Source: an optimization exercise on an open RTL-to-GDS flow (aim: small area, a short achievable clock period and few clock cycles per item). Production flows keep margins and buffers that such runs may drop. Function was checked by simulation only, so behaviour that the tests miss may differ from the original.

==> flow/run.sh <==
#!/bin/bash
# synth_recipe.tcl (not shown) runs the flow's synth.tcl, then flattens the netlist and writes it again
# the make line also repeats each setting of config.mk as NAME=value (left out here)
make -C /OpenROAD-flow-scripts/flow DESIGN_CONFIG=/design/flow/config.mk WORK_HOME=/design/flow/orfs CLKGATE_MAP_FILE= SYNTH_SCRIPT=/design/flow/synth_recipe.tcl finish
==> flow/config.mk <==
export PLATFORM = sky130hd
export DESIGN_NAME = SPM
export DESIGN_NICKNAME = SPM
export VERILOG_FILES = /design/flow/design.v
export SDC_FILE = /design/flow/constraint.sdc
export NUM_CORES = 4
export LEC_CHECK = 0
export CAP_MARGIN = 20
export CORE_MARGIN = 2
export CORE_UTILIZATION = 40
export SLEW_MARGIN = 20
==> flow/constraint.sdc <==
create_clock -name core_clock -period 5.0 [get_ports {clk}]
set_input_delay 1.0000 -clock core_clock [delete_from_list [all_inputs] [get_ports {clk}]]
set_output_delay 1.0000 -clock core_clock [all_outputs]
set_load 0.01 [all_outputs]
==> flow/design.v <==
`timescale 1ns/1ps
module SPM (
    input wire clk,
    input wire rst,
    input wire start,
    input wire signed [7:0] a,
    input wire signed [7:0] b,
    output wire signed [15:0] prod,
    output reg done,
    output wire sign_flag
);
    reg signed [7:0] ra, rb;
    always @(posedge clk or posedge rst) begin
        if (rst) begin
            ra   <= 8'sd0;
            rb   <= 8'sd0;
            done <= 1'b0;
        end else begin
            done <= start;
            if (start) begin
                ra <= a;
                rb <= b;
            end
        end
    end
    assign prod      = ra * rb;
    assign sign_flag = ra[7] ^ rb[7];
endmodule
==> run notes <==
Post-Syn Area=around 3200 um^2; Finished Layout Cells=536; Worst Setup EP=prod[14]; # hold bufs at CTS=0; die area=8660 um^2; number of antenna diodes=0; post-layout min period=roughly 5500 ps; syn nets=435; final max-slew violation count=0; Ports=37; FMAX=~0.18 GHz; Worst EP arrival=around 4500 ps; initial antenna violation count=0; Max Cap Viol=0; Yosys reg bits=17; number of cell rows=32; startpoint types=flip-flop; die height=93.0 um; Final Cell Area=4450 um^2; status=failed layout checks; Area Growth Syn to Fin=40.4%; DRT antenna net count=0; clock latency on the worst-skew pair=250 ps; Worst path most repeated cell=fa_1; R2R Setup Slk=3930 ps; GP Congestion=0.797; Port Buffers=36; reg2reg path depth=3; crit path capture type=primary output; # DRC=0; cell count after synthesis=331; skew final=0 ps; worst path required time=4000 ps; max_slew headroom=50.4%; FFs w/ async S/R, synth=100%; vias per cell=about 4.6; period utilization=110%; slowest stage delay, CP=570 ps; dpl hpwl=5460 um; Slew @ Worst Pin=742 ps; CTS tree=yes; Ys Warns=1; Avg Cell Area, Syn=9.58 um^2; CP Depth=14; global-route wire length before repair=around 12000 um; fill count=723; CTS H-Tree Depth=1; Fail Reasons=negative setup slack; Post-synth EDFFs=0; ratio of cells with drive above 1 in the final layout=roughly two fifths; reg-to-reg endpoint=ra[3]$_DFFE_PP0P_; number of global-route vias before repair=2787; r2r startpoint=ra[3]$_DFFE_PP0P_; RSZ-0062 raised after global routing=true; 1st-iter DRT viols=46; # setup viols final=7; Core Footprint=7690 um^2; largest fanout on the critical path=6; starting density of the core=41.3%; routed vias=2451; cells along the critical path=and2_4 -> fa_1 -> fa_1 -> fa_1 -> inv_2 -> fa_1 -> inv_2 -> ha_4 -> or4_4 -> o21ai_2 -> a21oi_2 -> or4_1 -> nand4_1 -> buf_2; Min Hold Slack=632 ps; Pre-antenna DRT Iters=3; Worst Setup SP=ra[4]$_DFFE_PP0P_; WL/cell=roughly 12 um; Hold Path Class=flip-flop to flip-flop; CP max stage cell=fa_1; clock-pin slew on the worst setup and hold paths=70 ps; Sink Count=17; Global Route Usage Sum=16.9%; placed cells=522; cell area after placement=4170 um^2; Hold Violations, Final=0; synth unique cells=32; Seq/Total Area, Yosys=13.4%; Crit Path Class=flip-flop to primary output; Root Driver=clkbuf_8; top_reg_cell synth=dfrtp_1; family with the most delay on the worst path=adder cells; final WL=6510 um; pre-CTS WS=-779 ps; largest net degree at the start of global routing=19; global route overflow=0; CTS buffer count=3; Final nets=539; Clock Path Buffers=2; DIE WIDTH=93.0 um; slack of the critical path=-513 ps; Buf+Inv Stages, Crit Path=3
==> cell families after synthesis <==
family	after synthesis	synth area share, %
multiplexers	15	5.33
adder cells (fa/ha/maj)	85	46.5
AND/OR/NAND/NOR	83	14.8
AO/OA/AOI/OAI	23	4.73
buffers and inverters	93	11.0
flip-flops	17	13.4
XOR/XNOR	15	4.14
==> Yosys cell counts (3+ instances only) <==
cell | instances | area [um^2]
nand2_1 | 15 | 56.3
xnor2_1 | 12 | 105
mux2_2 | 15 | 169
dfrtp_1 | 17 | 425
ha_1 | 30 | 375
fa_1 | 55 | 1100
o21ai_1 | 3 | 15.0
o21ai_0 | 3 | 15.0
and2_1 | 43 | 269
nor2_1 | 7 | 26.3
xor2_1 | 3 | 26.3
a21oi_1 | 5 | 25.0
nor2b_1 | 7 | 43.8
inv_1 | 91 | 342
==> flip-flops by register name (all words and copies together) (netlist names) <==
name and cells:
ra 8, rb 8, done 1
==> worst reg2reg max path: stages (launching register included) <==
cell and delay [ps]:
dfrtp_2 440, buf_6 140, buf_4 120, mux2_2 260
==> layout by cell type, fill, tap and decap left out, drive strengths merged <==
master,instances
inv,91
buf,74
fa,55
and2,43
ha,30
clkdlybuf4s50,25
dfrtp,17
mux2,15
nand2,15
xnor2,12
o21ai,7
nor2b,7
nor2,7
a21oi,6
xor2,3
clkbuf,3
a21o,2
nand2b,2
o21a,2
nor4,2
nand4,2
o211ai,2
dlygate4sd2,2
or4,2
a211oi,2
and2b,1
a31oi,1
nor3,1
a2111o,1
or3,1
clkinvlp,1
==> routing by layer <==
| layer | part of all wire [%] | routed length, um | vias to the layer above | track usage [%] |
|---|---|---|---|---|
| met4 | 0.25 | 16 | 0 | 1.23 |
| met5 | 0 | 0 | - | 0 |
| met3 | 2.2 | 144 | 3 | 1.93 |
| met2 | 54 | 3490 | 24 | 32.7 |
| li1 | - | - | 1205 | - |
| met1 | 44 | 2860 | 1219 | 21.0 |
==> area by class of cell <==
class	count	area (um^2)	area share, %
well taps	102	128	2.87
multi-input cells	221	2650	59.6
repair buffers	101	841	18.9
flip-flops and latches	17	440	9.89
clock buffers	3	41.3	0.927
inverters	91	342	7.67
clock inverters	1	7.51	0.169
==> per-stage QoR <==
step                setup TNS [ps]  utilization (%)
global placement             -4180             54.2
detailed placement           -4470             54.2
finish                       -2010             57.9
floorplan                    -75.3                -
global route                 -3480             57.9
CTS                          -2250             56.3
==> repair_timing <==
item	4_1_cts	5_1_grt
pin swaps	29	32
setup endpoints to repair	11	9
gates resized for setup	76	24
setup buffers	6	4
==> worst min-delay path by stage <==
stage / from / endpoint / slack [ps] / cells after the start
2_1_floorplan: rb[1]$_DFFE_PP0P_ / rb[1]$_DFFE_PP0P_ / 570 / 1
3_3_place_gp: ra[4]$_DFFE_PP0P_ / ra[4]$_DFFE_PP0P_ / 620 / 1
3_5_place_dp: ra[4]$_DFFE_PP0P_ / ra[4]$_DFFE_PP0P_ / 620 / 1
4_1_cts: rb[2]$_DFFE_PP0P_ / rb[2]$_DFFE_PP0P_ / 630 / 1
5_1_grt: ra[4]$_DFFE_PP0P_ / ra[4]$_DFFE_PP0P_ / 650 / 1
6_report: ra[4]$_DFFE_PP0P_ / ra[4]$_DFFE_PP0P_ / 630 / 1
Testbench counts, summed over its fixed seeds: cycles 4,088, items 2,048.

==> what the ideal ports hide <==
Ports are ideal in the flow. The routed layout listed here was re-timed in OpenROAD. Step 1 (the two cells are an assumption about what drives the block):
set clk [get_ports {clk}]
set_driving_cell -lib_cell sky130_fd_sc_hd__clkbuf_16 $clk
set_driving_cell -lib_cell sky130_fd_sc_hd__buf_2 [delete_from_list [all_inputs] $clk]
Step 2 times the ports against the registers' clock, not the clock port: input delays grow and output delays shrink by t, the midpoint of the rising clock arrivals with the driver on. Slacks: no drivers / after step 1 / after step 2; pairs: no drivers / after step 1.
t, ns: 0.276
slack for setup (ns): -0.513 / -0.534 / -0.258
hold WS [ns]: 0.632 / 0.632 / 0.632
worst setup path after step 2: register to output
pins driven straight from the clock port: 1
For this run, drivers alone change the setup slack by -0.021 ns; drivers and shift together by +0.255 ns.
